This is an optimization exercise on Yosys and OpenROAD, whose aim is small area and a short achievable clock period, not a production implementation. The RTL was checked by simulation tests, not by an equivalence proof against the original design. Power and IR drop assume default switching activity.

## flow/design.v

```verilog
module mac5 #(parameter WIDTH=32)
   (input logic [(WIDTH/2)-1:0] a,
    input logic [(WIDTH/2)-1:0] b,
    input logic               clk, reset,
    output logic [WIDTH-1:0]  out);
   logic [15:0] ra;
   logic [7:0] bneg, bone, btwo;
   logic rb15;
   wire [16:0] bx = {b, 1'b0};
   logic f;
   logic q2_0_0;
   logic q2_1_0;
   logic q2_2_0;
   logic q2_3_0;
   logic q2_3_1;
   logic q2_3_2;
   logic q2_4_0;
   logic q2_4_1;
   logic q2_5_0;
   logic q2_5_1;
   logic q2_6_0;
   logic q2_6_1;
   logic q2_7_0;
   logic q2_7_1;
   logic q2_8_0;
   logic q2_8_1;
   logic q2_9_0;
   logic q2_9_1;
   logic q2_10_0;
   logic q2_10_1;
   logic q2_11_0;
   logic q2_11_1;
   logic q2_11_2;
   logic q2_11_3;
   logic q2_12_0;
   logic q2_12_1;
   logic q2_12_2;
   logic q2_13_0;
   logic q2_13_1;
   logic q2_13_2;
   logic q2_14_0;
   logic q2_14_1;
   logic q2_14_2;
   logic q2_15_0;
   logic q2_15_1;
   logic q2_15_2;
   logic q2_16_0;
   logic q2_16_1;
   logic q2_16_2;
   logic q2_16_3;
   logic q2_17_0;
   logic q2_17_1;
   logic q2_17_2;
   logic q2_17_3;
   logic q2_18_0;
   logic q2_18_1;
   logic q2_18_2;
   logic q2_18_3;
   logic q2_19_0;
   logic q2_19_1;
   logic q2_19_2;
   logic q2_19_3;
   logic q2_20_0;
   logic q2_20_1;
   logic q2_20_2;
   logic q2_20_3;
   logic q2_21_0;
   logic q2_21_1;
   logic q2_21_2;
   logic q2_21_3;
   logic q2_22_0;
   logic q2_22_1;
   logic q2_23_0;
   logic q2_23_1;
   logic q2_23_2;
   logic q2_24_0;
   logic q2_24_1;
   logic q2_24_2;
   logic q2_25_0;
   logic q2_25_1;
   logic q2_25_2;
   logic q2_26_0;
   logic q2_26_1;
   logic q2_26_2;
   logic q2_27_0;
   logic q2_27_1;
   logic q2_27_2;
   logic q2_28_0;
   logic q2_29_0;
   logic q2_29_1;
   logic q2_30_0;
   logic q2_30_1;
   logic q2_31_0;
   logic q2_31_1;
   wire p1 = ~(((bone[0] & ra[0])) ^ bneg[0]);
   wire p2 = ~(((bone[0] & ra[1]) | (btwo[0] & ra[0])) ^ bneg[0]);
   wire p3 = ~(((bone[0] & ra[2]) | (btwo[0] & ra[1])) ^ bneg[0]);
   wire p4 = ~(((bone[0] & ra[3]) | (btwo[0] & ra[2])) ^ bneg[0]);
   wire p5 = ~(((bone[0] & ra[4]) | (btwo[0] & ra[3])) ^ bneg[0]);
   wire p6 = ~(((bone[0] & ra[5]) | (btwo[0] & ra[4])) ^ bneg[0]);
   wire p7 = ~(((bone[0] & ra[6]) | (btwo[0] & ra[5])) ^ bneg[0]);
   wire p8 = ~(((bone[0] & ra[7]) | (btwo[0] & ra[6])) ^ bneg[0]);
   wire p9 = ~(((bone[0] & ra[8]) | (btwo[0] & ra[7])) ^ bneg[0]);
   wire p10 = ~(((bone[0] & ra[9]) | (btwo[0] & ra[8])) ^ bneg[0]);
   wire p11 = ~(((bone[0] & ra[10]) | (btwo[0] & ra[9])) ^ bneg[0]);
   wire p12 = ~(((bone[0] & ra[11]) | (btwo[0] & ra[10])) ^ bneg[0]);
   wire p13 = ~(((bone[0] & ra[12]) | (btwo[0] & ra[11])) ^ bneg[0]);
   wire p14 = ~(((bone[0] & ra[13]) | (btwo[0] & ra[12])) ^ bneg[0]);
   wire p15 = ~(((bone[0] & ra[14]) | (btwo[0] & ra[13])) ^ bneg[0]);
   wire p16 = ~(((bone[0] & ra[15]) | (btwo[0] & ra[14])) ^ bneg[0]);
   wire p17 = ~(((btwo[0] & ra[15])) ^ bneg[0]);
   wire p18 = ~bneg[0];
   wire p19 = bneg[0];
   wire p20 = ~(((bone[1] & ra[0])) ^ bneg[1]);
   wire p21 = ~(((bone[1] & ra[1]) | (btwo[1] & ra[0])) ^ bneg[1]);
   wire p22 = ~(((bone[1] & ra[2]) | (btwo[1] & ra[1])) ^ bneg[1]);
   wire p23 = ~(((bone[1] & ra[3]) | (btwo[1] & ra[2])) ^ bneg[1]);
   wire p24 = ~(((bone[1] & ra[4]) | (btwo[1] & ra[3])) ^ bneg[1]);
   wire p25 = ~(((bone[1] & ra[5]) | (btwo[1] & ra[4])) ^ bneg[1]);
   wire p26 = ~(((bone[1] & ra[6]) | (btwo[1] & ra[5])) ^ bneg[1]);
   wire p27 = ~(((bone[1] & ra[7]) | (btwo[1] & ra[6])) ^ bneg[1]);
   wire p28 = ~(((bone[1] & ra[8]) | (btwo[1] & ra[7])) ^ bneg[1]);
   wire p29 = ~(((bone[1] & ra[9]) | (btwo[1] & ra[8])) ^ bneg[1]);
   wire p30 = ~(((bone[1] & ra[10]) | (btwo[1] & ra[9])) ^ bneg[1]);
   wire p31 = ~(((bone[1] & ra[11]) | (btwo[1] & ra[10])) ^ bneg[1]);
   wire p32 = ~(((bone[1] & ra[12]) | (btwo[1] & ra[11])) ^ bneg[1]);
   wire p33 = ~(((bone[1] & ra[13]) | (btwo[1] & ra[12])) ^ bneg[1]);
   wire p34 = ~(((bone[1] & ra[14]) | (btwo[1] & ra[13])) ^ bneg[1]);
   wire p35 = ~(((bone[1] & ra[15]) | (btwo[1] & ra[14])) ^ bneg[1]);
   wire p36 = ~(((btwo[1] & ra[15])) ^ bneg[1]);
   wire p37 = ~bneg[1];
   wire p38 = bneg[1];
   wire p39 = ~(((bone[2] & ra[0])) ^ bneg[2]);
   wire p40 = ~(((bone[2] & ra[1]) | (btwo[2] & ra[0])) ^ bneg[2]);
   wire p41 = ~(((bone[2] & ra[2]) | (btwo[2] & ra[1])) ^ bneg[2]);
   wire p42 = ~(((bone[2] & ra[3]) | (btwo[2] & ra[2])) ^ bneg[2]);
   wire p43 = ~(((bone[2] & ra[4]) | (btwo[2] & ra[3])) ^ bneg[2]);
   wire p44 = ~(((bone[2] & ra[5]) | (btwo[2] & ra[4])) ^ bneg[2]);
   wire p45 = ~(((bone[2] & ra[6]) | (btwo[2] & ra[5])) ^ bneg[2]);
   wire p46 = ~(((bone[2] & ra[7]) | (btwo[2] & ra[6])) ^ bneg[2]);
   wire p47 = ~(((bone[2] & ra[8]) | (btwo[2] & ra[7])) ^ bneg[2]);
   wire p48 = ~(((bone[2] & ra[9]) | (btwo[2] & ra[8])) ^ bneg[2]);
   wire p49 = ~(((bone[2] & ra[10]) | (btwo[2] & ra[9])) ^ bneg[2]);
   wire p50 = ~(((bone[2] & ra[11]) | (btwo[2] & ra[10])) ^ bneg[2]);
   wire p51 = ~(((bone[2] & ra[12]) | (btwo[2] & ra[11])) ^ bneg[2]);
   wire p52 = ~(((bone[2] & ra[13]) | (btwo[2] & ra[12])) ^ bneg[2]);
   wire p53 = ~(((bone[2] & ra[14]) | (btwo[2] & ra[13])) ^ bneg[2]);
   wire p54 = ~(((bone[2] & ra[15]) | (btwo[2] & ra[14])) ^ bneg[2]);
   wire p55 = ~(((btwo[2] & ra[15])) ^ bneg[2]);
   wire p56 = ~bneg[2];
   wire p57 = bneg[2];
   wire p58 = ~(((bone[3] & ra[0])) ^ bneg[3]);
   wire p59 = ~(((bone[3] & ra[1]) | (btwo[3] & ra[0])) ^ bneg[3]);
   wire p60 = ~(((bone[3] & ra[2]) | (btwo[3] & ra[1])) ^ bneg[3]);
   wire p61 = ~(((bone[3] & ra[3]) | (btwo[3] & ra[2])) ^ bneg[3]);
   wire p62 = ~(((bone[3] & ra[4]) | (btwo[3] & ra[3])) ^ bneg[3]);
   wire p63 = ~(((bone[3] & ra[5]) | (btwo[3] & ra[4])) ^ bneg[3]);
   wire p64 = ~(((bone[3] & ra[6]) | (btwo[3] & ra[5])) ^ bneg[3]);
   wire p65 = ~(((bone[3] & ra[7]) | (btwo[3] & ra[6])) ^ bneg[3]);
   wire p66 = ~(((bone[3] & ra[8]) | (btwo[3] & ra[7])) ^ bneg[3]);
   wire p67 = ~(((bone[3] & ra[9]) | (btwo[3] & ra[8])) ^ bneg[3]);
   wire p68 = ~(((bone[3] & ra[10]) | (btwo[3] & ra[9])) ^ bneg[3]);
   wire p69 = ~(((bone[3] & ra[11]) | (btwo[3] & ra[10])) ^ bneg[3]);
   wire p70 = ~(((bone[3] & ra[12]) | (btwo[3] & ra[11])) ^ bneg[3]);
   wire p71 = ~(((bone[3] & ra[13]) | (btwo[3] & ra[12])) ^ bneg[3]);
   wire p72 = ~(((bone[3] & ra[14]) | (btwo[3] & ra[13])) ^ bneg[3]);
   wire p73 = ~(((bone[3] & ra[15]) | (btwo[3] & ra[14])) ^ bneg[3]);
   wire p74 = ~(((btwo[3] & ra[15])) ^ bneg[3]);
   wire p75 = ~bneg[3];
   wire p76 = bneg[3];
   wire p77 = ~(((bone[4] & ra[0])) ^ bneg[4]);
   wire p78 = ~(((bone[4] & ra[1]) | (btwo[4] & ra[0])) ^ bneg[4]);
   wire p79 = ~(((bone[4] & ra[2]) | (btwo[4] & ra[1])) ^ bneg[4]);
   wire p80 = ~(((bone[4] & ra[3]) | (btwo[4] & ra[2])) ^ bneg[4]);
   wire p81 = ~(((bone[4] & ra[4]) | (btwo[4] & ra[3])) ^ bneg[4]);
   wire p82 = ~(((bone[4] & ra[5]) | (btwo[4] & ra[4])) ^ bneg[4]);
   wire p83 = ~(((bone[4] & ra[6]) | (btwo[4] & ra[5])) ^ bneg[4]);
   wire p84 = ~(((bone[4] & ra[7]) | (btwo[4] & ra[6])) ^ bneg[4]);
   wire p85 = ~(((bone[4] & ra[8]) | (btwo[4] & ra[7])) ^ bneg[4]);
   wire p86 = ~(((bone[4] & ra[9]) | (btwo[4] & ra[8])) ^ bneg[4]);
   wire p87 = ~(((bone[4] & ra[10]) | (btwo[4] & ra[9])) ^ bneg[4]);
   wire p88 = ~(((bone[4] & ra[11]) | (btwo[4] & ra[10])) ^ bneg[4]);
   wire p89 = ~(((bone[4] & ra[12]) | (btwo[4] & ra[11])) ^ bneg[4]);
   wire p90 = ~(((bone[4] & ra[13]) | (btwo[4] & ra[12])) ^ bneg[4]);
   wire p91 = ~(((bone[4] & ra[14]) | (btwo[4] & ra[13])) ^ bneg[4]);
   wire p92 = ~(((bone[4] & ra[15]) | (btwo[4] & ra[14])) ^ bneg[4]);
   wire p93 = ~(((btwo[4] & ra[15])) ^ bneg[4]);
   wire p94 = ~bneg[4];
   wire p95 = bneg[4];
   wire p96 = ~(((bone[5] & ra[0])) ^ bneg[5]);
   wire p97 = ~(((bone[5] & ra[1]) | (btwo[5] & ra[0])) ^ bneg[5]);
   wire p98 = ~(((bone[5] & ra[2]) | (btwo[5] & ra[1])) ^ bneg[5]);
   wire p99 = ~(((bone[5] & ra[3]) | (btwo[5] & ra[2])) ^ bneg[5]);
   wire p100 = ~(((bone[5] & ra[4]) | (btwo[5] & ra[3])) ^ bneg[5]);
   wire p101 = ~(((bone[5] & ra[5]) | (btwo[5] & ra[4])) ^ bneg[5]);
   wire p102 = ~(((bone[5] & ra[6]) | (btwo[5] & ra[5])) ^ bneg[5]);
   wire p103 = ~(((bone[5] & ra[7]) | (btwo[5] & ra[6])) ^ bneg[5]);
   wire p104 = ~(((bone[5] & ra[8]) | (btwo[5] & ra[7])) ^ bneg[5]);
   wire p105 = ~(((bone[5] & ra[9]) | (btwo[5] & ra[8])) ^ bneg[5]);
   wire p106 = ~(((bone[5] & ra[10]) | (btwo[5] & ra[9])) ^ bneg[5]);
   wire p107 = ~(((bone[5] & ra[11]) | (btwo[5] & ra[10])) ^ bneg[5]);
   wire p108 = ~(((bone[5] & ra[12]) | (btwo[5] & ra[11])) ^ bneg[5]);
   wire p109 = ~(((bone[5] & ra[13]) | (btwo[5] & ra[12])) ^ bneg[5]);
   wire p110 = ~(((bone[5] & ra[14]) | (btwo[5] & ra[13])) ^ bneg[5]);
   wire p111 = ~(((bone[5] & ra[15]) | (btwo[5] & ra[14])) ^ bneg[5]);
   wire p112 = ~(((btwo[5] & ra[15])) ^ bneg[5]);
   wire p113 = ~bneg[5];
   wire p114 = bneg[5];
   wire p115 = ~(((bone[6] & ra[0])) ^ bneg[6]);
   wire p116 = ~(((bone[6] & ra[1]) | (btwo[6] & ra[0])) ^ bneg[6]);
   wire p117 = ~(((bone[6] & ra[2]) | (btwo[6] & ra[1])) ^ bneg[6]);
   wire p118 = ~(((bone[6] & ra[3]) | (btwo[6] & ra[2])) ^ bneg[6]);
   wire p119 = ~(((bone[6] & ra[4]) | (btwo[6] & ra[3])) ^ bneg[6]);
   wire p120 = ~(((bone[6] & ra[5]) | (btwo[6] & ra[4])) ^ bneg[6]);
   wire p121 = ~(((bone[6] & ra[6]) | (btwo[6] & ra[5])) ^ bneg[6]);
   wire p122 = ~(((bone[6] & ra[7]) | (btwo[6] & ra[6])) ^ bneg[6]);
   wire p123 = ~(((bone[6] & ra[8]) | (btwo[6] & ra[7])) ^ bneg[6]);
   wire p124 = ~(((bone[6] & ra[9]) | (btwo[6] & ra[8])) ^ bneg[6]);
   wire p125 = ~(((bone[6] & ra[10]) | (btwo[6] & ra[9])) ^ bneg[6]);
   wire p126 = ~(((bone[6] & ra[11]) | (btwo[6] & ra[10])) ^ bneg[6]);
   wire p127 = ~(((bone[6] & ra[12]) | (btwo[6] & ra[11])) ^ bneg[6]);
   wire p128 = ~(((bone[6] & ra[13]) | (btwo[6] & ra[12])) ^ bneg[6]);
   wire p129 = ~(((bone[6] & ra[14]) | (btwo[6] & ra[13])) ^ bneg[6]);
   wire p130 = ~(((bone[6] & ra[15]) | (btwo[6] & ra[14])) ^ bneg[6]);
   wire p131 = ~(((btwo[6] & ra[15])) ^ bneg[6]);
   wire p132 = ~bneg[6];
   wire p133 = bneg[6];
   wire p134 = ~(((bone[7] & ra[0])) ^ bneg[7]);
   wire p135 = ~(((bone[7] & ra[1]) | (btwo[7] & ra[0])) ^ bneg[7]);
   wire p136 = ~(((bone[7] & ra[2]) | (btwo[7] & ra[1])) ^ bneg[7]);
   wire p137 = ~(((bone[7] & ra[3]) | (btwo[7] & ra[2])) ^ bneg[7]);
   wire p138 = ~(((bone[7] & ra[4]) | (btwo[7] & ra[3])) ^ bneg[7]);
   wire p139 = ~(((bone[7] & ra[5]) | (btwo[7] & ra[4])) ^ bneg[7]);
   wire p140 = ~(((bone[7] & ra[6]) | (btwo[7] & ra[5])) ^ bneg[7]);
   wire p141 = ~(((bone[7] & ra[7]) | (btwo[7] & ra[6])) ^ bneg[7]);
   wire p142 = ~(((bone[7] & ra[8]) | (btwo[7] & ra[7])) ^ bneg[7]);
   wire p143 = ~(((bone[7] & ra[9]) | (btwo[7] & ra[8])) ^ bneg[7]);
   wire p144 = ~(((bone[7] & ra[10]) | (btwo[7] & ra[9])) ^ bneg[7]);
   wire p145 = ~(((bone[7] & ra[11]) | (btwo[7] & ra[10])) ^ bneg[7]);
   wire p146 = ~(((bone[7] & ra[12]) | (btwo[7] & ra[11])) ^ bneg[7]);
   wire p147 = ~(((bone[7] & ra[13]) | (btwo[7] & ra[12])) ^ bneg[7]);
   wire p148 = ~(((bone[7] & ra[14]) | (btwo[7] & ra[13])) ^ bneg[7]);
   wire p149 = ~(((bone[7] & ra[15]) | (btwo[7] & ra[14])) ^ bneg[7]);
   wire p150 = ~(((btwo[7] & ra[15])) ^ bneg[7]);
   wire p151 = ~bneg[7];
   wire p152 = bneg[7];
   wire p153 = ~(ra[0] & rb15);
   wire p154 = ~(ra[1] & rb15);
   wire p155 = ~(ra[2] & rb15);
   wire p156 = ~(ra[3] & rb15);
   wire p157 = ~(ra[4] & rb15);
   wire p158 = ~(ra[5] & rb15);
   wire p159 = ~(ra[6] & rb15);
   wire p160 = ~(ra[7] & rb15);
   wire p161 = ~(ra[8] & rb15);
   wire p162 = ~(ra[9] & rb15);
   wire p163 = ~(ra[10] & rb15);
   wire p164 = ~(ra[11] & rb15);
   wire p165 = ~(ra[12] & rb15);
   wire p166 = ~(ra[13] & rb15);
   wire p167 = ~(ra[14] & rb15);
   wire p168 = ~(ra[15] & rb15);
   wire p169 = ~(out[0] & f);
   wire p170 = ~(out[1] & f);
   wire p171 = ~(out[2] & f);
   wire p172 = ~(out[3] & f);
   wire p173 = ~(out[4] & f);
   wire p174 = ~(out[5] & f);
   wire p175 = ~(out[6] & f);
   wire p176 = ~(out[7] & f);
   wire p177 = ~(out[8] & f);
   wire p178 = ~(out[9] & f);
   wire p179 = ~(out[10] & f);
   wire p180 = ~(out[11] & f);
   wire p181 = ~(out[12] & f);
   wire p182 = ~(out[13] & f);
   wire p183 = ~(out[14] & f);
   wire p184 = ~(out[15] & f);
   wire p185 = ~(out[16] & f);
   wire p186 = ~(out[17] & f);
   wire p187 = ~(out[18] & f);
   wire p188 = ~(out[19] & f);
   wire p189 = ~(out[20] & f);
   wire p190 = ~(out[21] & f);
   wire p191 = ~(out[22] & f);
   wire p192 = ~(out[23] & f);
   wire p193 = ~(out[24] & f);
   wire p194 = ~(out[25] & f);
   wire p195 = ~(out[26] & f);
   wire p196 = ~(out[27] & f);
   wire p197 = ~(out[28] & f);
   wire p198 = ~(out[29] & f);
   wire p199 = ~(out[30] & f);
   wire p200 = ~(out[31] & f);
   wire p201 = ~p19;
   wire p202 = ~p36;
   wire p203 = ~p55;
   wire p204 = ~p74;
   wire p205 = ~p93;
   wire p206 = ~p112;
   wire p207 = ~p131;
   wire p208 = ~p150;
   wire s209, c210;
   mac5_fa u_s209 (.a(p18), .b(p169), .c(p1), .s(s209), .co(c210));
   wire s211, c212;
   mac5_fa u_s211 (.a(p37), .b(p171), .c(p3), .s(s211), .co(c212));
   wire s213, c214;
   mac5_fa u_s213 (.a(p172), .b(p4), .c(p21), .s(s213), .co(c214));
   wire s215, c216;
   mac5_fa u_s215 (.a(p56), .b(p173), .c(p5), .s(s215), .co(c216));
   wire s217, c218;
   mac5_fa u_s217 (.a(p174), .b(p6), .c(p23), .s(s217), .co(c218));
   wire s219, c220;
   mac5_fa u_s219 (.a(p75), .b(p175), .c(p7), .s(s219), .co(c220));
   wire s221, c222;
   mac5_fa u_s221 (.a(p24), .b(p41), .c(p58), .s(s221), .co(c222));
   wire s223, c224;
   mac5_fa u_s223 (.a(p176), .b(p8), .c(p25), .s(s223), .co(c224));
   wire s225, c226;
   mac5_fa u_s225 (.a(p94), .b(p177), .c(p9), .s(s225), .co(c226));
   wire s227, c228;
   mac5_fa u_s227 (.a(p26), .b(p43), .c(p60), .s(s227), .co(c228));
   wire s229, c230;
   mac5_fa u_s229 (.a(p178), .b(p10), .c(p27), .s(s229), .co(c230));
   wire s231, c232;
   mac5_fa u_s231 (.a(p44), .b(p61), .c(p78), .s(s231), .co(c232));
   wire s233, c234;
   mac5_fa u_s233 (.a(p113), .b(p179), .c(p11), .s(s233), .co(c234));
   wire s235, c236;
   mac5_fa u_s235 (.a(p28), .b(p45), .c(p62), .s(s235), .co(c236));
   wire s237, c238;
   mac5_fa u_s237 (.a(p180), .b(p12), .c(p29), .s(s237), .co(c238));
   wire s239, c240;
   mac5_fa u_s239 (.a(p46), .b(p63), .c(p80), .s(s239), .co(c240));
   wire s241, c242;
   mac5_fa u_s241 (.a(p132), .b(p181), .c(p13), .s(s241), .co(c242));
   wire s243, c244;
   mac5_fa u_s243 (.a(p30), .b(p47), .c(p64), .s(s243), .co(c244));
   wire s245, c246;
   mac5_fa u_s245 (.a(p81), .b(p98), .c(p115), .s(s245), .co(c246));
   wire s247, c248;
   mac5_fa u_s247 (.a(p182), .b(p14), .c(p31), .s(s247), .co(c248));
   wire s249, c250;
   mac5_fa u_s249 (.a(p48), .b(p65), .c(p82), .s(s249), .co(c250));
   wire s251, c252;
   mac5_fa u_s251 (.a(p151), .b(p183), .c(p15), .s(s251), .co(c252));
   wire s253, c254;
   mac5_fa u_s253 (.a(p32), .b(p49), .c(p66), .s(s253), .co(c254));
   wire s255, c256;
   mac5_fa u_s255 (.a(p83), .b(p100), .c(p117), .s(s255), .co(c256));
   wire s257, c258;
   mac5_fa u_s257 (.a(p184), .b(p16), .c(p33), .s(s257), .co(c258));
   wire s259, c260;
   mac5_fa u_s259 (.a(p50), .b(p67), .c(p84), .s(s259), .co(c260));
   wire s261, c262;
   mac5_fa u_s261 (.a(p101), .b(p118), .c(p135), .s(s261), .co(c262));
   wire s263, c264;
   mac5_fa u_s263 (.a(p153), .b(p185), .c(p17), .s(s263), .co(c264));
   wire s265, c266;
   mac5_fa u_s265 (.a(p34), .b(p51), .c(p68), .s(s265), .co(c266));
   wire s267, c268;
   mac5_fa u_s267 (.a(p85), .b(p102), .c(p119), .s(s267), .co(c268));
   wire s269, c270;
   mac5_fa u_s269 (.a(p201), .b(p154), .c(p186), .s(s269), .co(c270));
   wire s271, c272;
   mac5_fa u_s271 (.a(p35), .b(p52), .c(p69), .s(s271), .co(c272));
   wire s273, c274;
   mac5_fa u_s273 (.a(p86), .b(p103), .c(p120), .s(s273), .co(c274));
   wire s275, c276;
   mac5_fa u_s275 (.a(p155), .b(p187), .c(p19), .s(s275), .co(c276));
   wire s277, c278;
   mac5_fa u_s277 (.a(p202), .b(p53), .c(p70), .s(s277), .co(c278));
   wire s279, c280;
   mac5_fa u_s279 (.a(p87), .b(p104), .c(p121), .s(s279), .co(c280));
   wire s281, c282;
   mac5_fa u_s281 (.a(p38), .b(p156), .c(p188), .s(s281), .co(c282));
   wire s283, c284;
   mac5_fa u_s283 (.a(p54), .b(p71), .c(p88), .s(s283), .co(c284));
   wire s285, c286;
   mac5_fa u_s285 (.a(p105), .b(p122), .c(p139), .s(s285), .co(c286));
   wire s287, c288;
   mac5_fa u_s287 (.a(p157), .b(p189), .c(p203), .s(s287), .co(c288));
   wire s289, c290;
   mac5_fa u_s289 (.a(p72), .b(p89), .c(p106), .s(s289), .co(c290));
   wire s291, c292;
   mac5_fa u_s291 (.a(p57), .b(p158), .c(p190), .s(s291), .co(c292));
   wire s293, c294;
   mac5_fa u_s293 (.a(p73), .b(p90), .c(p107), .s(s293), .co(c294));
   wire s295, c296;
   mac5_fa u_s295 (.a(p124), .b(p141), .c(p55), .s(s295), .co(c296));
   wire s297, c298;
   mac5_fa u_s297 (.a(p159), .b(p191), .c(p204), .s(s297), .co(c298));
   wire s299, c300;
   mac5_fa u_s299 (.a(p91), .b(p108), .c(p125), .s(s299), .co(c300));
   wire s301, c302;
   mac5_fa u_s301 (.a(p76), .b(p160), .c(p192), .s(s301), .co(c302));
   wire s303, c304;
   mac5_fa u_s303 (.a(p92), .b(p109), .c(p126), .s(s303), .co(c304));
   wire s305, c306;
   mac5_fa u_s305 (.a(p161), .b(p193), .c(p205), .s(s305), .co(c306));
   wire s307, c308;
   mac5_fa u_s307 (.a(p110), .b(p127), .c(p144), .s(s307), .co(c308));
   wire s309, c310;
   mac5_fa u_s309 (.a(p95), .b(p162), .c(p194), .s(s309), .co(c310));
   wire s311, c312;
   mac5_fa u_s311 (.a(p111), .b(p128), .c(p145), .s(s311), .co(c312));
   wire s313, c314;
   mac5_fa u_s313 (.a(p163), .b(p195), .c(p206), .s(s313), .co(c314));
   wire s315, c316;
   mac5_fa u_s315 (.a(p114), .b(p164), .c(p196), .s(s315), .co(c316));
   wire s317, c318;
   mac5_fa u_s317 (.a(p130), .b(p147), .c(p112), .s(s317), .co(c318));
   wire s319, c320;
   mac5_fa u_s319 (.a(p165), .b(p197), .c(p207), .s(s319), .co(c320));
   wire s321, c322;
   mac5_fa u_s321 (.a(p133), .b(p166), .c(p198), .s(s321), .co(c322));
   wire s323, c324;
   mac5_fa u_s323 (.a(p167), .b(p199), .c(p208), .s(s323), .co(c324));
   wire s325, c326;
   mac5_fa u_s325 (.a(p152), .b(p168), .c(p200), .s(s325), .co(c326));
   wire s327, c328;
   mac5_fa u_s327 (.a(p170), .b(p2), .c(c210), .s(s327), .co(c328));
   wire s329, c330;
   mac5_fa u_s329 (.a(p22), .b(p39), .c(c214), .s(s329), .co(c330));
   wire s331, c332;
   mac5_fa u_s331 (.a(p40), .b(c216), .c(s217), .s(s331), .co(c332));
   wire s333, c334;
   mac5_fa u_s333 (.a(c218), .b(s219), .c(s221), .s(s333), .co(c334));
   wire s335, c336;
   mac5_fa u_s335 (.a(p42), .b(p59), .c(c220), .s(s335), .co(c336));
   wire s337, c338;
   mac5_fa u_s337 (.a(p77), .b(c224), .c(s225), .s(s337), .co(c338));
   wire s339, c340;
   mac5_fa u_s339 (.a(c226), .b(c228), .c(s229), .s(s339), .co(c340));
   wire s341, c342;
   mac5_fa u_s341 (.a(p79), .b(p96), .c(c230), .s(s341), .co(c342));
   wire s343, c344;
   mac5_fa u_s343 (.a(c232), .b(s233), .c(s235), .s(s343), .co(c344));
   wire s345, c346;
   mac5_fa u_s345 (.a(p97), .b(c234), .c(c236), .s(s345), .co(c346));
   wire s347, c348;
   mac5_fa u_s347 (.a(c238), .b(c240), .c(s241), .s(s347), .co(c348));
   wire s349, c350;
   mac5_fa u_s349 (.a(p99), .b(p116), .c(c242), .s(s349), .co(c350));
   wire s351, c352;
   mac5_fa u_s351 (.a(c244), .b(c246), .c(s247), .s(s351), .co(c352));
   wire s353, c354;
   mac5_fa u_s353 (.a(p134), .b(c248), .c(c250), .s(s353), .co(c354));
   wire s355, c356;
   mac5_fa u_s355 (.a(s251), .b(s253), .c(s255), .s(s355), .co(c356));
   wire s357, c358;
   mac5_fa u_s357 (.a(c252), .b(c254), .c(c256), .s(s357), .co(c358));
   wire s359, c360;
   mac5_fa u_s359 (.a(s257), .b(s259), .c(s261), .s(s359), .co(c360));
   wire s361, c362;
   mac5_fa u_s361 (.a(p136), .b(c258), .c(c260), .s(s361), .co(c362));
   wire s363, c364;
   mac5_fa u_s363 (.a(c262), .b(s263), .c(s265), .s(s363), .co(c364));
   wire s365, c366;
   mac5_fa u_s365 (.a(p137), .b(s269), .c(c264), .s(s365), .co(c366));
   wire s367, c368;
   mac5_fa u_s367 (.a(c266), .b(c268), .c(s271), .s(s367), .co(c368));
   wire s369, c370;
   mac5_fa u_s369 (.a(c270), .b(p138), .c(s275), .s(s369), .co(c370));
   wire s371, c372;
   mac5_fa u_s371 (.a(c272), .b(c274), .c(s277), .s(s371), .co(c372));
   wire s373, c374;
   mac5_fa u_s373 (.a(c276), .b(p36), .c(s281), .s(s373), .co(c374));
   wire s375, c376;
   mac5_fa u_s375 (.a(c278), .b(c280), .c(s283), .s(s375), .co(c376));
   wire s377, c378;
   mac5_fa u_s377 (.a(c282), .b(p123), .c(p140), .s(s377), .co(c378));
   wire s379, c380;
   mac5_fa u_s379 (.a(c284), .b(c286), .c(s287), .s(s379), .co(c380));
   wire s381, c382;
   mac5_fa u_s381 (.a(s291), .b(c288), .c(c290), .s(s381), .co(c382));
   wire s383, c384;
   mac5_fa u_s383 (.a(c292), .b(p142), .c(c294), .s(s383), .co(c384));
   wire s385, c386;
   mac5_fa u_s385 (.a(c296), .b(s297), .c(s299), .s(s385), .co(c386));
   wire s387, c388;
   mac5_fa u_s387 (.a(p143), .b(p74), .c(s301), .s(s387), .co(c388));
   wire s389, c390;
   mac5_fa u_s389 (.a(c298), .b(c300), .c(s303), .s(s389), .co(c390));
   wire s391, c392;
   mac5_fa u_s391 (.a(c302), .b(c304), .c(s305), .s(s391), .co(c392));
   wire s393, c394;
   mac5_fa u_s393 (.a(p93), .b(s309), .c(c306), .s(s393), .co(c394));
   wire s395, c396;
   mac5_fa u_s395 (.a(c310), .b(p129), .c(p146), .s(s395), .co(c396));
   wire s397, c398;
   mac5_fa u_s397 (.a(s315), .b(c314), .c(s317), .s(s397), .co(c398));
   wire s399, c400;
   mac5_fa u_s399 (.a(c316), .b(p148), .c(c318), .s(s399), .co(c400));
   wire s401, c402;
   mac5_fa u_s401 (.a(p149), .b(p131), .c(s321), .s(s401), .co(c402));
   wire s403, c404;
   mac5_fa u_s403 (.a(p150), .b(s325), .c(c324), .s(s403), .co(c404));
   wire s405, c406;
   mac5_fa u_s405 (.a(p20), .b(s211), .c(c328), .s(s405), .co(c406));
   wire s407, c408;
   mac5_fa u_s407 (.a(c222), .b(s223), .c(s335), .s(s407), .co(c408));
   wire s409, c410;
   mac5_fa u_s409 (.a(s227), .b(c336), .c(s337), .s(s409), .co(c410));
   wire s411, c412;
   mac5_fa u_s411 (.a(s231), .b(c338), .c(s339), .s(s411), .co(c412));
   wire s413, c414;
   mac5_fa u_s413 (.a(s341), .b(c340), .c(s343), .s(s413), .co(c414));
   wire s415, c416;
   mac5_fa u_s415 (.a(s237), .b(s239), .c(c342), .s(s415), .co(c416));
   wire s417, c418;
   mac5_fa u_s417 (.a(s243), .b(s245), .c(c346), .s(s417), .co(c418));
   wire s419, c420;
   mac5_fa u_s419 (.a(s249), .b(s349), .c(c348), .s(s419), .co(c420));
   wire s421, c422;
   mac5_fa u_s421 (.a(c350), .b(s353), .c(c352), .s(s421), .co(c422));
   wire s423, c424;
   mac5_fa u_s423 (.a(c354), .b(s357), .c(c356), .s(s423), .co(c424));
   wire s425, c426;
   mac5_fa u_s425 (.a(s267), .b(c358), .c(s361), .s(s425), .co(c426));
   wire s427, c428;
   mac5_fa u_s427 (.a(s273), .b(c362), .c(s365), .s(s427), .co(c428));
   wire s429, c430;
   mac5_fa u_s429 (.a(s279), .b(s369), .c(c366), .s(s429), .co(c430));
   wire s431, c432;
   mac5_fa u_s431 (.a(c370), .b(s285), .c(s373), .s(s431), .co(c432));
   wire s433, c434;
   mac5_fa u_s433 (.a(c374), .b(s377), .c(s289), .s(s433), .co(c434));
   wire s435, c436;
   mac5_fa u_s435 (.a(c378), .b(s293), .c(s295), .s(s435), .co(c436));
   wire s437, c438;
   mac5_fa u_s437 (.a(c382), .b(s383), .c(s385), .s(s437), .co(c438));
   wire s439, c440;
   mac5_fa u_s439 (.a(s387), .b(c384), .c(c386), .s(s439), .co(c440));
   wire s441, c442;
   mac5_fa u_s441 (.a(c388), .b(s307), .c(c390), .s(s441), .co(c442));
   wire s443, c444;
   mac5_fa u_s443 (.a(c308), .b(s311), .c(s393), .s(s443), .co(c444));
   wire s445, c446;
   mac5_fa u_s445 (.a(c312), .b(s395), .c(s313), .s(s445), .co(c446));
   wire s447, c448;
   mac5_fa u_s447 (.a(s319), .b(s399), .c(c398), .s(s447), .co(c448));
   wire s449, c450;
   mac5_fa u_s449 (.a(c320), .b(s401), .c(c400), .s(s449), .co(c450));
   wire s451, c452;
   mac5_fa u_s451 (.a(c322), .b(c402), .c(s323), .s(s451), .co(c452));
   wire s453, c454;
   mac5_fa u_s453 (.a(1'b1), .b(q2_11_0), .c(q2_11_1), .s(s453), .co(c454));
   wire s455, c456;
   mac5_fa u_s455 (.a(1'b1), .b(q2_12_0), .c(q2_12_1), .s(s455), .co(c456));
   wire s457, c458;
   mac5_fa u_s457 (.a(1'b1), .b(q2_13_0), .c(q2_13_1), .s(s457), .co(c458));
   wire s459, c460;
   mac5_fa u_s459 (.a(1'b1), .b(q2_14_0), .c(q2_14_1), .s(s459), .co(c460));
   wire s461, c462;
   mac5_fa u_s461 (.a(1'b1), .b(q2_15_0), .c(q2_15_1), .s(s461), .co(c462));
   wire s463, c464;
   mac5_fa u_s463 (.a(q2_16_0), .b(q2_16_1), .c(q2_16_2), .s(s463), .co(c464));
   wire s465, c466;
   mac5_fa u_s465 (.a(q2_17_0), .b(q2_17_1), .c(q2_17_2), .s(s465), .co(c466));
   wire s467, c468;
   mac5_fa u_s467 (.a(q2_18_0), .b(q2_18_1), .c(q2_18_2), .s(s467), .co(c468));
   wire s469, c470;
   mac5_fa u_s469 (.a(q2_19_0), .b(q2_19_1), .c(q2_19_2), .s(s469), .co(c470));
   wire s471, c472;
   mac5_fa u_s471 (.a(q2_20_0), .b(q2_20_1), .c(q2_20_2), .s(s471), .co(c472));
   wire s473, c474;
   mac5_fa u_s473 (.a(q2_21_0), .b(q2_21_1), .c(q2_21_2), .s(s473), .co(c474));
   wire s475, c476;
   mac5_fa u_s475 (.a(1'b1), .b(q2_3_0), .c(q2_3_1), .s(s475), .co(c476));
   wire s477, c478;
   mac5_fa u_s477 (.a(1'b1), .b(q2_4_0), .c(q2_4_1), .s(s477), .co(c478));
   wire s479, c480;
   mac5_fa u_s479 (.a(1'b1), .b(q2_5_0), .c(q2_5_1), .s(s479), .co(c480));
   wire s481, c482;
   mac5_fa u_s481 (.a(1'b1), .b(q2_6_0), .c(q2_6_1), .s(s481), .co(c482));
   wire s483, c484;
   mac5_fa u_s483 (.a(1'b1), .b(q2_7_0), .c(q2_7_1), .s(s483), .co(c484));
   wire s485, c486;
   mac5_fa u_s485 (.a(1'b1), .b(q2_8_0), .c(q2_8_1), .s(s485), .co(c486));
   wire s487, c488;
   mac5_fa u_s487 (.a(1'b1), .b(q2_9_0), .c(q2_9_1), .s(s487), .co(c488));
   wire s489, c490;
   mac5_fa u_s489 (.a(1'b1), .b(q2_10_0), .c(q2_10_1), .s(s489), .co(c490));
   wire s491, c492;
   mac5_fa u_s491 (.a(q2_11_2), .b(q2_11_3), .c(s453), .s(s491), .co(c492));
   wire s493, c494;
   mac5_fa u_s493 (.a(q2_12_2), .b(c454), .c(s455), .s(s493), .co(c494));
   wire s495, c496;
   mac5_fa u_s495 (.a(q2_13_2), .b(c456), .c(s457), .s(s495), .co(c496));
   wire s497, c498;
   mac5_fa u_s497 (.a(q2_14_2), .b(c458), .c(s459), .s(s497), .co(c498));
   wire s499, c500;
   mac5_fa u_s499 (.a(q2_15_2), .b(c460), .c(s461), .s(s499), .co(c500));
   wire s501, c502;
   mac5_fa u_s501 (.a(q2_16_3), .b(c462), .c(s463), .s(s501), .co(c502));
   wire s503, c504;
   mac5_fa u_s503 (.a(q2_17_3), .b(c464), .c(s465), .s(s503), .co(c504));
   wire s505, c506;
   mac5_fa u_s505 (.a(q2_18_3), .b(c466), .c(s467), .s(s505), .co(c506));
   wire s507, c508;
   mac5_fa u_s507 (.a(q2_19_3), .b(c468), .c(s469), .s(s507), .co(c508));
   wire s509, c510;
   mac5_fa u_s509 (.a(q2_20_3), .b(c470), .c(s471), .s(s509), .co(c510));
   wire s511, c512;
   mac5_fa u_s511 (.a(q2_21_3), .b(c472), .c(s473), .s(s511), .co(c512));
   wire s513, c514;
   mac5_fa u_s513 (.a(q2_22_0), .b(q2_22_1), .c(c474), .s(s513), .co(c514));
   wire s515, c516;
   mac5_fa u_s515 (.a(q2_23_0), .b(q2_23_1), .c(q2_23_2), .s(s515), .co(c516));
   wire s517, c518;
   mac5_fa u_s517 (.a(q2_24_0), .b(q2_24_1), .c(q2_24_2), .s(s517), .co(c518));
   wire s519, c520;
   mac5_fa u_s519 (.a(q2_25_0), .b(q2_25_1), .c(q2_25_2), .s(s519), .co(c520));
   wire s521, c522;
   mac5_fa u_s521 (.a(q2_26_0), .b(q2_26_1), .c(q2_26_2), .s(s521), .co(c522));
   wire s523, c524;
   mac5_fa u_s523 (.a(q2_27_0), .b(q2_27_1), .c(q2_27_2), .s(s523), .co(c524));
   wire [31:0] sx = {q2_31_0, q2_30_0, q2_29_0, q2_28_0, s523, s521, s519, s517, s515, s513, s511, s509, s507, s505, s503, s501, s499, s497, s495, s493, s491, s489, s487, s485, s483, s481, s479, s477, s475, q2_2_0, q2_1_0, q2_0_0};
   wire [31:0] sy = {q2_31_1, q2_30_1, q2_29_1, c524, c522, c520, c518, c516, c514, c512, c510, c508, c506, c504, c502, c500, c498, c496, c494, c492, c490, c488, c486, c484, c482, c480, c478, c476, q2_3_2, 1'b1, 1'b1, 1'b1};
   wire [31:0] sp = sx ^ sy, sg = sx & sy;
   wire lG1 = sg[0] | (sp[0] & 1'b1);
   wire lG2 = sg[2] | (sp[2] & sg[1]);
   wire lP2 = sp[2] & sp[1];
   wire lG3 = sg[4] | (sp[4] & sg[3]);
   wire lP3 = sp[4] & sp[3];
   wire lG4 = sg[6] | (sp[6] & sg[5]);
   wire lP4 = sp[6] & sp[5];
   wire lG5 = sg[1] | (sp[1] & lG1);
   wire lG6 = lG2 | (lP2 & lG1);
   wire lG7 = sg[5] | (sp[5] & lG3);
   wire lP7 = sp[5] & lP3;
   wire lG8 = lG4 | (lP4 & lG3);
   wire lP8 = lP4 & lP3;
   wire lG9 = sg[3] | (sp[3] & lG6);
   wire lG10 = lG3 | (lP3 & lG6);
   wire lG11 = lG7 | (lP7 & lG6);
   wire lG12 = lG8 | (lP8 & lG6);
   wire lG13 = sg[7] | (sp[7] & lG12);
   logic q3_lo0;
   logic q3_lo1;
   logic q3_lo2;
   logic q3_lo3;
   logic q3_lo4;
   logic q3_lo5;
   logic q3_lo6;
   logic q3_lo7;
   logic q3_ck;
   logic [31:8] q3_p, q3_g;
   wire hG1 = q3_g[8] | (q3_p[8] & q3_ck);
   wire hG2 = q3_g[10] | (q3_p[10] & q3_g[9]);
   wire hP2 = q3_p[10] & q3_p[9];
   wire hG3 = q3_g[12] | (q3_p[12] & q3_g[11]);
   wire hP3 = q3_p[12] & q3_p[11];
   wire hG4 = q3_g[14] | (q3_p[14] & q3_g[13]);
   wire hP4 = q3_p[14] & q3_p[13];
   wire hG5 = q3_g[16] | (q3_p[16] & q3_g[15]);
   wire hP5 = q3_p[16] & q3_p[15];
   wire hG6 = q3_g[18] | (q3_p[18] & q3_g[17]);
   wire hP6 = q3_p[18] & q3_p[17];
   wire hG7 = q3_g[20] | (q3_p[20] & q3_g[19]);
   wire hP7 = q3_p[20] & q3_p[19];
   wire hG8 = q3_g[22] | (q3_p[22] & q3_g[21]);
   wire hP8 = q3_p[22] & q3_p[21];
   wire hG9 = q3_g[24] | (q3_p[24] & q3_g[23]);
   wire hP9 = q3_p[24] & q3_p[23];
   wire hG10 = q3_g[26] | (q3_p[26] & q3_g[25]);
   wire hP10 = q3_p[26] & q3_p[25];
   wire hG11 = q3_g[28] | (q3_p[28] & q3_g[27]);
   wire hP11 = q3_p[28] & q3_p[27];
   wire hG12 = q3_g[30] | (q3_p[30] & q3_g[29]);
   wire hP12 = q3_p[30] & q3_p[29];
   wire hG13 = q3_g[9] | (q3_p[9] & hG1);
   wire hG14 = hG2 | (hP2 & hG1);
   wire hG15 = q3_g[13] | (q3_p[13] & hG3);
   wire hP15 = q3_p[13] & hP3;
   wire hG16 = hG4 | (hP4 & hG3);
   wire hP16 = hP4 & hP3;
   wire hG17 = q3_g[17] | (q3_p[17] & hG5);
   wire hP17 = q3_p[17] & hP5;
   wire hG18 = hG6 | (hP6 & hG5);
   wire hP18 = hP6 & hP5;
   wire hG19 = q3_g[21] | (q3_p[21] & hG7);
   wire hP19 = q3_p[21] & hP7;
   wire hG20 = hG8 | (hP8 & hG7);
   wire hP20 = hP8 & hP7;
   wire hG21 = q3_g[25] | (q3_p[25] & hG9);
   wire hP21 = q3_p[25] & hP9;
   wire hG22 = hG10 | (hP10 & hG9);
   wire hP22 = hP10 & hP9;
   wire hG23 = q3_g[29] | (q3_p[29] & hG11);
   wire hP23 = q3_p[29] & hP11;
   wire hG24 = hG12 | (hP12 & hG11);
   wire hP24 = hP12 & hP11;
   wire hG25 = q3_g[11] | (q3_p[11] & hG14);
   wire hG26 = hG3 | (hP3 & hG14);
   wire hG27 = hG15 | (hP15 & hG14);
   wire hG28 = hG16 | (hP16 & hG14);
   wire hG29 = q3_g[19] | (q3_p[19] & hG18);
   wire hP29 = q3_p[19] & hP18;
   wire hG30 = hG7 | (hP7 & hG18);
   wire hP30 = hP7 & hP18;
   wire hG31 = hG19 | (hP19 & hG18);
   wire hP31 = hP19 & hP18;
   wire hG32 = hG20 | (hP20 & hG18);
   wire hP32 = hP20 & hP18;
   wire hG33 = q3_g[27] | (q3_p[27] & hG22);
   wire hP33 = q3_p[27] & hP22;
   wire hG34 = hG11 | (hP11 & hG22);
   wire hP34 = hP11 & hP22;
   wire hG35 = hG23 | (hP23 & hG22);
   wire hP35 = hP23 & hP22;
   wire hG36 = hG24 | (hP24 & hG22);
   wire hP36 = hP24 & hP22;
   wire hG37 = q3_g[15] | (q3_p[15] & hG28);
   wire hG38 = hG5 | (hP5 & hG28);
   wire hG39 = hG17 | (hP17 & hG28);
   wire hG40 = hG18 | (hP18 & hG28);
   wire hG41 = hG29 | (hP29 & hG28);
   wire hG42 = hG30 | (hP30 & hG28);
   wire hG43 = hG31 | (hP31 & hG28);
   wire hG44 = hG32 | (hP32 & hG28);
   wire hG45 = q3_g[31] | (q3_p[31] & hG36);
   wire hP45 = q3_p[31] & hP36;
   wire hG46 = q3_g[23] | (q3_p[23] & hG44);
   wire hG47 = hG9 | (hP9 & hG44);
   wire hG48 = hG21 | (hP21 & hG44);
   wire hG49 = hG22 | (hP22 & hG44);
   wire hG50 = hG33 | (hP33 & hG44);
   wire hG51 = hG34 | (hP34 & hG44);
   wire hG52 = hG35 | (hP35 & hG44);
   wire hG53 = hG36 | (hP36 & hG44);
   wire hG54 = hG45 | (hP45 & hG44);
   wire [31:0] nsum = {~(q3_p[31] ^ hG53), ~(q3_p[30] ^ hG52), ~(q3_p[29] ^ hG51), ~(q3_p[28] ^ hG50), ~(q3_p[27] ^ hG49), ~(q3_p[26] ^ hG48), ~(q3_p[25] ^ hG47), ~(q3_p[24] ^ hG46), ~(q3_p[23] ^ hG44), ~(q3_p[22] ^ hG43), ~(q3_p[21] ^ hG42), ~(q3_p[20] ^ hG41), ~(q3_p[19] ^ hG40), ~(q3_p[18] ^ hG39), ~(q3_p[17] ^ hG38), ~(q3_p[16] ^ hG37), ~(q3_p[15] ^ hG28), ~(q3_p[14] ^ hG27), ~(q3_p[13] ^ hG26), ~(q3_p[12] ^ hG25), ~(q3_p[11] ^ hG14), ~(q3_p[10] ^ hG13), ~(q3_p[9] ^ hG1), ~(q3_p[8] ^ q3_ck), q3_lo7, q3_lo6, q3_lo5, q3_lo4, q3_lo3, q3_lo2, q3_lo1, q3_lo0};
   always @(posedge clk) begin
      q3_lo0 <= ~(sp[0] ^ 1'b1);
      q3_lo1 <= ~(sp[1] ^ lG1);
      q3_lo2 <= ~(sp[2] ^ lG5);
      q3_lo3 <= ~(sp[3] ^ lG6);
      q3_lo4 <= ~(sp[4] ^ lG9);
      q3_lo5 <= ~(sp[5] ^ lG10);
      q3_lo6 <= ~(sp[6] ^ lG11);
      q3_lo7 <= ~(sp[7] ^ lG12);
      q3_ck <= lG13;
      q3_p <= sp[31:8];
      q3_g <= sg[31:8];
   end
   always @(posedge clk or negedge reset)
     if (!reset) f <= 1'b0;
     else f <= 1'b1;
   always @(posedge clk) begin
      ra <= a;
      bneg[0] <= bx[2];
      bone[0] <= bx[1] ^ bx[0];
      btwo[0] <= (bx[2] & ~bx[1] & ~bx[0]) | (~bx[2] & bx[1] & bx[0]);
      bneg[1] <= bx[4];
      bone[1] <= bx[3] ^ bx[2];
      btwo[1] <= (bx[4] & ~bx[3] & ~bx[2]) | (~bx[4] & bx[3] & bx[2]);
      bneg[2] <= bx[6];
      bone[2] <= bx[5] ^ bx[4];
      btwo[2] <= (bx[6] & ~bx[5] & ~bx[4]) | (~bx[6] & bx[5] & bx[4]);
      bneg[3] <= bx[8];
      bone[3] <= bx[7] ^ bx[6];
      btwo[3] <= (bx[8] & ~bx[7] & ~bx[6]) | (~bx[8] & bx[7] & bx[6]);
      bneg[4] <= bx[10];
      bone[4] <= bx[9] ^ bx[8];
      btwo[4] <= (bx[10] & ~bx[9] & ~bx[8]) | (~bx[10] & bx[9] & bx[8]);
      bneg[5] <= bx[12];
      bone[5] <= bx[11] ^ bx[10];
      btwo[5] <= (bx[12] & ~bx[11] & ~bx[10]) | (~bx[12] & bx[11] & bx[10]);
      bneg[6] <= bx[14];
      bone[6] <= bx[13] ^ bx[12];
      btwo[6] <= (bx[14] & ~bx[13] & ~bx[12]) | (~bx[14] & bx[13] & bx[12]);
      bneg[7] <= bx[16];
      bone[7] <= bx[15] ^ bx[14];
      btwo[7] <= (bx[16] & ~bx[15] & ~bx[14]) | (~bx[16] & bx[15] & bx[14]);
      rb15 <= b[15];
      q2_0_0 <= s209;
      q2_1_0 <= s327;
      q2_2_0 <= s405;
      q2_3_0 <= c212;
      q2_3_1 <= s213;
      q2_3_2 <= c406;
      q2_4_0 <= s215;
      q2_4_1 <= s329;
      q2_5_0 <= c330;
      q2_5_1 <= s331;
      q2_6_0 <= c332;
      q2_6_1 <= s333;
      q2_7_0 <= s407;
      q2_7_1 <= c334;
      q2_8_0 <= s409;
      q2_8_1 <= c408;
      q2_9_0 <= s411;
      q2_9_1 <= c410;
      q2_10_0 <= s413;
      q2_10_1 <= c412;
      q2_11_0 <= s415;
      q2_11_1 <= s345;
      q2_11_2 <= c344;
      q2_11_3 <= c414;
      q2_12_0 <= s417;
      q2_12_1 <= s347;
      q2_12_2 <= c416;
      q2_13_0 <= s419;
      q2_13_1 <= s351;
      q2_13_2 <= c418;
      q2_14_0 <= s421;
      q2_14_1 <= s355;
      q2_14_2 <= c420;
      q2_15_0 <= s423;
      q2_15_1 <= s359;
      q2_15_2 <= c422;
      q2_16_0 <= s425;
      q2_16_1 <= c360;
      q2_16_2 <= s363;
      q2_16_3 <= c424;
      q2_17_0 <= s427;
      q2_17_1 <= c364;
      q2_17_2 <= s367;
      q2_17_3 <= c426;
      q2_18_0 <= s429;
      q2_18_1 <= c368;
      q2_18_2 <= s371;
      q2_18_3 <= c428;
      q2_19_0 <= s431;
      q2_19_1 <= c372;
      q2_19_2 <= s375;
      q2_19_3 <= c430;
      q2_20_0 <= s433;
      q2_20_1 <= c376;
      q2_20_2 <= s379;
      q2_20_3 <= c432;
      q2_21_0 <= s435;
      q2_21_1 <= s381;
      q2_21_2 <= c380;
      q2_21_3 <= c434;
      q2_22_0 <= s437;
      q2_22_1 <= c436;
      q2_23_0 <= s439;
      q2_23_1 <= s389;
      q2_23_2 <= c438;
      q2_24_0 <= s441;
      q2_24_1 <= s391;
      q2_24_2 <= c440;
      q2_25_0 <= s443;
      q2_25_1 <= c392;
      q2_25_2 <= c442;
      q2_26_0 <= s445;
      q2_26_1 <= c394;
      q2_26_2 <= c444;
      q2_27_0 <= c396;
      q2_27_1 <= s397;
      q2_27_2 <= c446;
      q2_28_0 <= s447;
      q2_29_0 <= s449;
      q2_29_1 <= c448;
      q2_30_0 <= s451;
      q2_30_1 <= c450;
      q2_31_0 <= s403;
      q2_31_1 <= c452;
      out <= nsum;
   end
endmodule
module mac5_fa (input logic a, b, c, output logic s, co);
   assign s = a ^ b ^ c;
   assign co = (a & b) | (a & c) | (b & c);
endmodule
```

## flow/flow/run.sh

```bash
#!/bin/bash
# Standard layout, with port buffers of a plain buffer cell, sizing not held to
# the cells' footprints, and a clock tree without dummy loads.
bash standard.sh MATCH_CELL_FOOTPRINT=0 \
  BUFFER_PORTS_ARGS="-buffer_cell sky130_fd_sc_hd__buf_1" \
  CTS_ARGS="-sink_clustering_enable -repair_clock_nets -dont_use_dummy_load -sink_clustering_size 30 -sink_clustering_max_diameter 60" \
  finish > standard.log 2>&1
```

## flow/standard.sh

```bash
#!/bin/bash
# synth_recipe.tcl (not shown) runs the flow's synth.tcl, then flattens the netlist and writes it again
# the make line also repeats each setting of config.mk as NAME=value (left out here)
make -C /OpenROAD-flow-scripts/flow DESIGN_CONFIG=/design/flow/config.mk WORK_HOME=/design/flow/orfs CLKGATE_MAP_FILE= SYNTH_SCRIPT=/design/flow/synth_recipe.tcl "${@:-finish}"
```

## flow/config.mk

```make
export PLATFORM = sky130hd
export DESIGN_NAME = mac5
export DESIGN_NICKNAME = mac5
export VERILOG_FILES = /design/flow/design.v
export SDC_FILE = /design/flow/constraint.sdc
export NUM_CORES = 4
export LEC_CHECK = 0
export ABC_CLOCK_PERIOD_IN_PS = 1000
export CAP_MARGIN = 20
export CORE_MARGIN = 2
export CORE_UTILIZATION = 40
export SETUP_SLACK_MARGIN = 4.5
export SLEW_MARGIN = 20
export SYNTH_HIERARCHICAL = 1
export SYNTH_MINIMUM_KEEP_SIZE = 0
export TNS_END_PERCENT = 5
```

## flow/constraint.sdc

```tcl
create_clock -name core_clock -period 7.0 [get_ports {clk}]
set_input_delay 1.4000 -clock core_clock [delete_from_list [all_inputs] [get_ports {clk}]]
set_output_delay 1.4000 -clock core_clock [all_outputs]
set_load 0.01 [all_outputs]
```

==> Flow_metrics.wiki, run 1 <==
{| class="wikitable"
! Metric !! Value
|-
| Number of CTS-inserted buffers || 19
|-
| Total routing usage reported by global routing || 17.5%
|-
| Final-report setup violation count || 0
|-
| Sort of element at the end of the critical path || flip-flop
|-
| Number of maximum-capacitance violations || 0
|-
| Switching power of the nets || roughly 0.0020 W
|-
| Global route total overflow || 0
|-
| Endpoints failing hold || 0
|-
| Clock tree from TritonCTS || yes
|-
| Average cell area after synthesis || between 10 and 15 sq um
|-
| Effective utilization at floorplan || 40.3%
|-
| Syn Inst Count || about 970
|-
| Portion of total power attributed to sequential cells || between 40% and 50%
|-
| Die Ht || approximately 170 um
|-
| CP Data Required Time || 7360 ps
|-
| Clock period minus final worst setup slack || 2470 ps
|-
| Dominant cells by area after synthesis || sky130_fd_sc_hd__dfxtp_1 (37%), sky130_fd_sc_hd__fa_1 (28%), sky130_fd_sc_hd__xnor2_1 (11%)
|-
| Setup Crit Path Kind || flip-flop to flip-flop
|-
| Internal power consumption || 0.00339 W
|-
| DRC violation count after routing || 0
|-
| Top library cells by usage in the layout, fill and taps aside || sky130_fd_sc_hd__dfxtp_1 (177), sky130_fd_sc_hd__fa_1 (159), sky130_fd_sc_hd__xnor2_1 (141)
|-
| Cell family with most CP delay || adder cells
|-
| LEAKAGE || between 4 and 5 nW
|-
| Number of global-route vias before repair || approximately 7500
|-
| Fraction of final layout cells with drive strength greater than 1 || under 10%
|-
| Crit Reg-Reg Endpoint || q2_22_0
|-
| Max Fanout on Critical Path || 16
|-
| Most common cell after layout, fill and taps aside || sky130_fd_sc_hd__dfxtp_1
|-
| Worst Path Arrival || around 2800 ps
|-
| Number of antenna violations at the first check in global routing || 0
|-
| Hold crit path type || flip-flop to flip-flop
|-
| Reg-to-reg slack, setup || around 4500 ps
|-
| Initial drt markers || ~610
|-
| Net count, final || ~1200
|-
| Max Transition Viols Final || 0
|-
| Combinational group share of total power || 42.2%
|-
| PnR worst setup slack || about 4500 ps
|-
| Number of filler instances in the final layout || around 2700
|-
| Dominant register cell in the synthesized netlist || sky130_fd_sc_hd__dfxtp_1
|-
| Summed instance area of the synthesized netlist || 0.0115 sq mm
|-
| Area of the core || between 0.02 and 0.03 sq mm
|-
| Final setup TNS || 0 ps
|-
| Number of antenna-violating nets in the routed design || 0
|-
| Area leader, netlist || sky130_fd_sc_hd__dfxtp_1
|-
| Worst setup path start || btwo[3]
|-
| Path depth of the worst reg2reg path || 5
|-
| Post-synth cell types || 47
|-
| RSZ-0062 raised after global routing || yes
|-
| Count of hold-fix buffers inserted at cts || 0
|-
| Worst Setup Start Kind || flip-flop
|-
| Place WS || 3870 ps
|-
| Synth Warn # || 7
|-
| Total length of routed wires || 25600 um
|-
| Detailed-placement wirelength estimate || around 18000 um
|-
| Share of async-settable or async-resettable flops after synthesis || less than 1%
|-
| Net switching share of the total power || a little under two fifths
|-
| Clock power share || between 10% and 20%
|-
| Maximum clock rate || 404 MHz
|-
| Routed via count divided by cell count || 5.13
|-
| Worst-path cell with the longest stage delay || sky130_fd_sc_hd__dfxtp_2
|-
| Post-route clock period utilization || around a third
|-
| Startpoint of the tightest hold check path || q3_lo0
|-
| Number of port buffers || 65
|-
| Most numerous cell on the critical path || sky130_fd_sc_hd__fa_1
|-
| Status || no timing/DRC/antenna violations
|-
| First-pass iteration count of the detailed router || 6
|-
| Number of sinks driven by the clock tree || around 210
|-
| Max Buffers Root-to-Sink || 3
|-
| Area of combinational cells with multiple inputs || approximately 0.0069 sq mm
|-
| #FFs+latches synth || between 200 and 250
|-
| Worst-path cell chain || nand2_1, xnor2_1, fa_1, fa_1, fa_1
|-
| Root buf cell || sky130_fd_sc_hd__clkbuf_16
|-
| Area of all sequential standard cells || ~0.0044 sq mm
|-
| EDFF count, synth || 0
|-
| Post-CTS clock slew at the launch and capture registers of the worst setup and hold paths || roughly 70 ps
|-
| Io pins || 66
|-
| Tightest Pin Transition || 568 ps
|-
| Source-to-sink clock delay at the later pin of the worst-skew pair || about 510 ps
|-
| Global-route wire length before repair || slightly above 40000 um
|-
| Final worst clock skew || about 45 ps
|-
| Die W || approximately 170 um
|-
| Wire per inst || between 15 and 20 um
|-
| Area share of the leading cell type in the synthesized netlist || between 30% and 40%
|-
| Number of vias after detailed routing || 7035
|-
| Fraction of the yosys area taken by sequential cells || between 30% and 40%
|-
| Row count || between 60 and 70
|-
| Critical path endpoint || q2_22_0
|-
| H-tree depth || 1
|-
| Number of gates on the worst path with buffers counted || 5
|-
| RR Startpoint || btwo[3]
|-
| Total die area || ~0.03 sq mm
|-
| Worst ir drop on vdd || 0.209 mV
|-
| Largest net degree at the start of global routing || 33
|-
| Antenna fix cells || 0
|-
| Power density normalized to cell area || about 420 mW/mm^2
|-
| Maximum cell stage delay along the critical path || around 550 ps
|-
| Placer's final routability congestion estimate || approximately 0.87
|-
| Normalized max-slew margin || slightly above 60%
|-
| Number of buffer and inverter instances along the worst setup path || 0
|-
| Area added between synthesis and finish || 9.83%
|}
worst min-delay path by stage:
stage | depth (start not counted) | end
after floorplan | 0 | out[0]
after global placement | 0 | out[3]
after detailed placement | 0 | out[2]
after CTS | 0 | out[0]
after global routing | 0 | out[0]
final | 0 | out[0]
cells by family (layout without fill, tap and decap cells):
kind of cell / Yosys count / after routing / share of synthesized area, %
other cells: 1 / 14 / 0.0326
xor+xnor: 161 / 161 / 12.3
simple gates: 125 / 125 / 5.09
fa+ha+maj: 192 / 192 / 31.3
compound gates: 166 / 166 / 10.6
mux: 2 / 2 / 0.185
flops: 213 / 213 / 37.1
buf+inv: 106 / 115 / 3.47
flip-flops by register name (all words and copies together) (netlist names), 8 cells and up:
register and count:
q3_p 24, btwo 8, out 32, q3_g 23, bneg 8, ra 16
bone 8
per-module statistics from Yosys, one instance, submodules excluded:
module	area, sq um	times used	cells inside
mac5	8340	1	808
mac5_fa	20.0	158	1
metrics by stage:
step | area [sq um] | util (%) | power, W | std cells | hold slack, ps
global placement | 12000 | 42.0 | 0.00447 | 1353 | 311
detailed placement | 12000 | 42.0 | 0.00455 | 1353 | 312
CTS | 12500 | 44.0 | 0.00547 | 1372 | 328
floorplan | 11600 | - | 0.00380 | 979 | 310
global route | 12600 | 44.3 | 0.00594 | 1372 | 332
finish | 12600 | 44.3 | 0.00537 | 1372 | 326
synth_stat cells, types with 2 or more instances:
library cell and instances:
sky130_fd_sc_hd__nor2b_1 3, sky130_fd_sc_hd__a21o_1 4, sky130_fd_sc_hd__o21ai_0 9, sky130_fd_sc_hd__o21ai_1 2, sky130_fd_sc_hd__nor3_1 4, sky130_fd_sc_hd__or2_2 3
sky130_fd_sc_hd__inv_1 21, sky130_fd_sc_hd__nor2_1 14, sky130_fd_sc_hd__nor4b_1 2, sky130_fd_sc_hd__clkbuf_1 68, sky130_fd_sc_hd__inv_2 8, sky130_fd_sc_hd__fa_1 159
sky130_fd_sc_hd__a311oi_1 3, sky130_fd_sc_hd__o211ai_1 4, sky130_fd_sc_hd__xor2_1 18, sky130_fd_sc_hd__nand2_1 69, sky130_fd_sc_hd__and3_1 2, sky130_fd_sc_hd__dfxtp_1 212
sky130_fd_sc_hd__buf_1 8, sky130_fd_sc_hd__ha_1 33, sky130_fd_sc_hd__a21oi_1 11, sky130_fd_sc_hd__a22oi_1 120, sky130_fd_sc_hd__o21a_1 3, sky130_fd_sc_hd__xnor2_1 143
sky130_fd_sc_hd__nand3b_1 7, sky130_fd_sc_hd__nand3_1 3, sky130_fd_sc_hd__nand2b_1 13
cell type report:
class	count	area share (%)
Clock buffer	19	3.76
Inverter	29	1.02
Multi-Input combinational cell	660	54.6
Sequential cell	213	34.7
Tap cell	384	3.80
Timing Repair Buffer	67	2.11
power groups by stage:
| stage | Sequential (W) | Clock [W] | Combinational [W] |
|---|---|---|---|
| 4_1_cts | 0.00222 | 0.000920 | 0.00233 |
| 5_1_grt | 0.00228 | 0.000962 | 0.00270 |
| 6_report | 0.00221 | 0.000889 | 0.00227 |
| 2_1_floorplan | 0.00213 | 0 | 0.00167 |
| 3_3_place_gp | 0.00223 | 0 | 0.00224 |
| 3_5_place_dp | 0.00224 | 0 | 0.00231 |
repair_timing:
action,CTS,global route
buffers inserted,0,0
setup endpoints to repair,56,19
hold endpoints to repair,0,0
gates resized for setup,52,33
metal layers:
| layer | wire (um) | GRT usage (%) |
|---|---|---|
| met5 | 0 | 0 |
| met3 | 1650 | 2.15 |
| met1 | 10900 | 23.9 |
| met2 | 11800 | 28.0 |
| met4 | 1320 | 7.88 |
==> inputs of run 2 (changes only) <==
--- a/flow/config.mk
+++ b/flow/config.mk
@@ -5,7 +5,7 @@
 export SDC_FILE = /design/flow/constraint.sdc
 export NUM_CORES = 4
 export LEC_CHECK = 0
-export ABC_CLOCK_PERIOD_IN_PS = 1000
+export ABC_CLOCK_PERIOD_IN_PS = 2000
 export CAP_MARGIN = 20
 export CORE_MARGIN = 2
 export CORE_UTILIZATION = 40
@@ -13,4 +13,3 @@
 export SLEW_MARGIN = 20
 export SYNTH_HIERARCHICAL = 1
 export SYNTH_MINIMUM_KEEP_SIZE = 0
-export TNS_END_PERCENT = 5
==> run 2 against run 1 <==
Against the previous run:
- clock skew grew 15 ps
- register-to-register slack better by 40 ps
- critical path depth up 4
- largest cell class unchanged
- largest power group unchanged
- still clean on timing, DRC and antenna
- setup slack gained 39 ps
- cell count grew 0.58%
- combinational power increased by 2%
- synthesized area stayed put
- flip-flop and latch count unchanged
==> Flow_metrics.wiki, run 2 <==
{| class="wikitable"
! Metric !! Value
|-
| Final-report setup violation count || 0 (unchanged)
|-
| Final core utilization || 44.6% (+0.35 points)
|-
| Global route total overflow || 0 (unchanged)
|-
| DRC violation count after routing || 0 (unchanged)
|-
| Total power || 0.00539 W (+0.42%)
|-
| Area of combinational cells with multiple inputs || 0.00690 sq mm (unchanged)
|-
| Count of hold-fix buffers inserted at cts || 0 (unchanged)
|-
| Most instantiated library cell after synthesis || sky130_fd_sc_hd__dfxtp_1
|-
| Area leader, netlist || sky130_fd_sc_hd__dfxtp_1
|-
| EDFF count, synth || 0 (unchanged)
|-
| Summed instance area of the synthesized netlist || 0.0115 sq mm (unchanged)
|-
| Most common cell after layout, fill and taps aside || sky130_fd_sc_hd__dfxtp_1
|-
| Largest regs || out (32), q3_p (24), q3_g (23)
|-
| RSZ-0062 raised after global routing || yes
|-
| First-pass iteration count of the detailed router || 6 (unchanged)
|-
| Number of antenna-violating nets in the routed design || 0 (unchanged)
|-
| Post-synth cell types || 47 (unchanged)
|-
| Number of global-route vias before repair || 7475 (-0.44%)
|-
| Area of the core || 0.0285 sq mm (unchanged)
|-
| Total routing usage reported by global routing || 17.9% (+0.40 points)
|-
| Die W || 174 um (unchanged)
|-
| Placer's final routability congestion estimate || 0.876 (+1.1%)
|-
| Maximum cell stage delay along the critical path || 560 ps (about the same)
|-
| Fraction of final layout cells with drive strength greater than 1 || 8.73% (+0.94 points)
|-
| Global-route wire length before repair || 42000 um (+1.7%)
|-
| Tightest Pin Transition || 603 ps (+35.1 ps)
|-
| Effective utilization at floorplan || 40.3% (unchanged)
|-
| Cell family with most CP delay || adder cells
|-
| Total length of routed wires || 26100 um (+1.8%)
|-
| Max Buffers Root-to-Sink || 3 (unchanged)
|-
| Sort of element at the end of the critical path || flip-flop
|-
| Hold crit path type || flip-flop to flip-flop
|-
| Die Ht || 174 um (unchanged)
|-
| Antenna fix cells || 0 (unchanged)
|-
| Number of port buffers || 65 (unchanged)
|-
| Share of async-settable or async-resettable flops after synthesis || 0.469% (unchanged)
|-
| Detailed-placement wirelength estimate || 18200 um (+0.80%)
|-
| Max Transition Viols Final || 0 (unchanged)
|-
| Number of buffer and inverter instances along the worst setup path || 2 (+2)
|-
| Worst-path cell chain || fa_1, inv_2, ha_4, o21a_1, o21a_1, o21ai_2, nand2b_1, fa_1, inv_1
|-
| Worst-path cell with the longest stage delay || sky130_fd_sc_hd__fa_1
|-
| Total die area || 0.0301 sq mm (unchanged)
|-
| Synth Warn # || 7 (unchanged)
|-
| Row count || 62 (unchanged)
|-
| Status || no timing/DRC/antenna violations
|-
| Routed via count divided by cell count || 5.14 (+0.21%)
|-
| Worst ir drop on vdd || 0.191 mV (-8.9%)
|-
| Area of all sequential standard cells || 0.00438 sq mm (about the same)
|-
| Setup Crit Path Kind || flip-flop to flip-flop
|}
==> run 2: changes by cell type in the layout (fill, tap and decap cells not counted), sizes merged <==
cell / previous run / this run
clkbuf: 19 / 18
buf: 67 / 76
==> run 2: per-stage QoR <==
step	hold slack, ps	cell area, sq um	std cells	worst slack, ps
3_3_place_gp	311	12000	1353	3940
2_1_floorplan	310	11600	979	4500
3_5_place_dp	313	12000	1353	3850
5_1_grt	328	12700	1380	4450
4_1_cts	327	12500	1371	4490
6_report	326	12700	1380	4570
==> run 2: layer usage <==
layer	vias up	GRT usage, %	wire length, um
met5	-	0	0
met4	0	6.55	1070
met3	51	3.00	1790
met2	265	28.7	12300
met1	3557	24.5	11000
li1	3218	-	-
==> run 2: worst reg2reg max path: cells and delay by family (launching register included) <==
kind | cells | cell delay (ps)
compound gates | 3 | 570
flops | 1 | 320
simple gates | 1 | 90
fa+ha+maj | 3 | 1250
buf+inv | 2 | 90
==> run 2: worst paths after layout <==
check                       start     end  slack [ps]  cells past startpoint
max in group asynchronous   reset       f        6240                      1
min                        q3_lo5  out[5]         330                      0
max reg2reg                q2_3_0  q3_lo7        4570                      9
min reg2reg                q3_lo5  out[5]         330                      0
max                        q2_3_0  q3_lo7        4570                      9
min in group asynchronous   reset       f         670                      1
==> run 2: repair_timing <==
item,CTS,global route
resized for setup,53,36
setup buffers,0,9
pin swaps,0,4
setup endpoints to repair,56,24
==> run 2: power by group <==
group / internal [W] / switching, W / total [W]
sequential: 0.00183 / 0.000381 / 0.00221
clock: 0.000453 / 0.000407 / 0.000860
combinational: 0.00112 / 0.00120 / 0.00232
==> run 2: modules after synthesis, one instance, submodules excluded <==
module / flops+latches / cell area [sq um] / copies in the design
mac5_fa: 0 / 20.0 / 158
mac5: 213 / 8340 / 1
==> run 2: kinds of logic after synthesis <==
family / synth area share, %
buf+inv: 3.47
fa+ha+maj: 31.3
flops: 37.1
mux: 0.185
other cells: 0.0326
compound gates: 10.6
simple gates: 5.09
xor+xnor: 12.3
==> run 2: layout make-up <==
cell class,instances,share of cell area (%)
Clock buffer,18,3.54
Inverter,29,1.01
Multi-Input combinational cell,660,54.2
Sequential cell,213,34.4
Tap cell,384,3.77
Timing Repair Buffer,76,3.06

## static timing again, ports no longer ideal
No port has a modelled driver above. Below, the same layouts with a new extraction and two added sets of constraints.
Step 1: set_driving_cell puts a clkbuf_16 on clk and a buf_2 on each other input, an assumption about the parent block.
Step 2 times the ports against the registers' clock, not the clock port: input delays grow and output delays shrink by t, the midpoint of the rising clock arrivals with the driver on.
Slacks: no drivers / after step 1 / after step 2; pairs: no drivers / after step 1.
run | t, ns | setup slack, ns
run 1 | 0.536 | 4.527 / 4.508 / 4.527
run 2 | 0.530 | 4.567 / 4.516 / 4.567
After both steps every run listed still meets setup and hold.
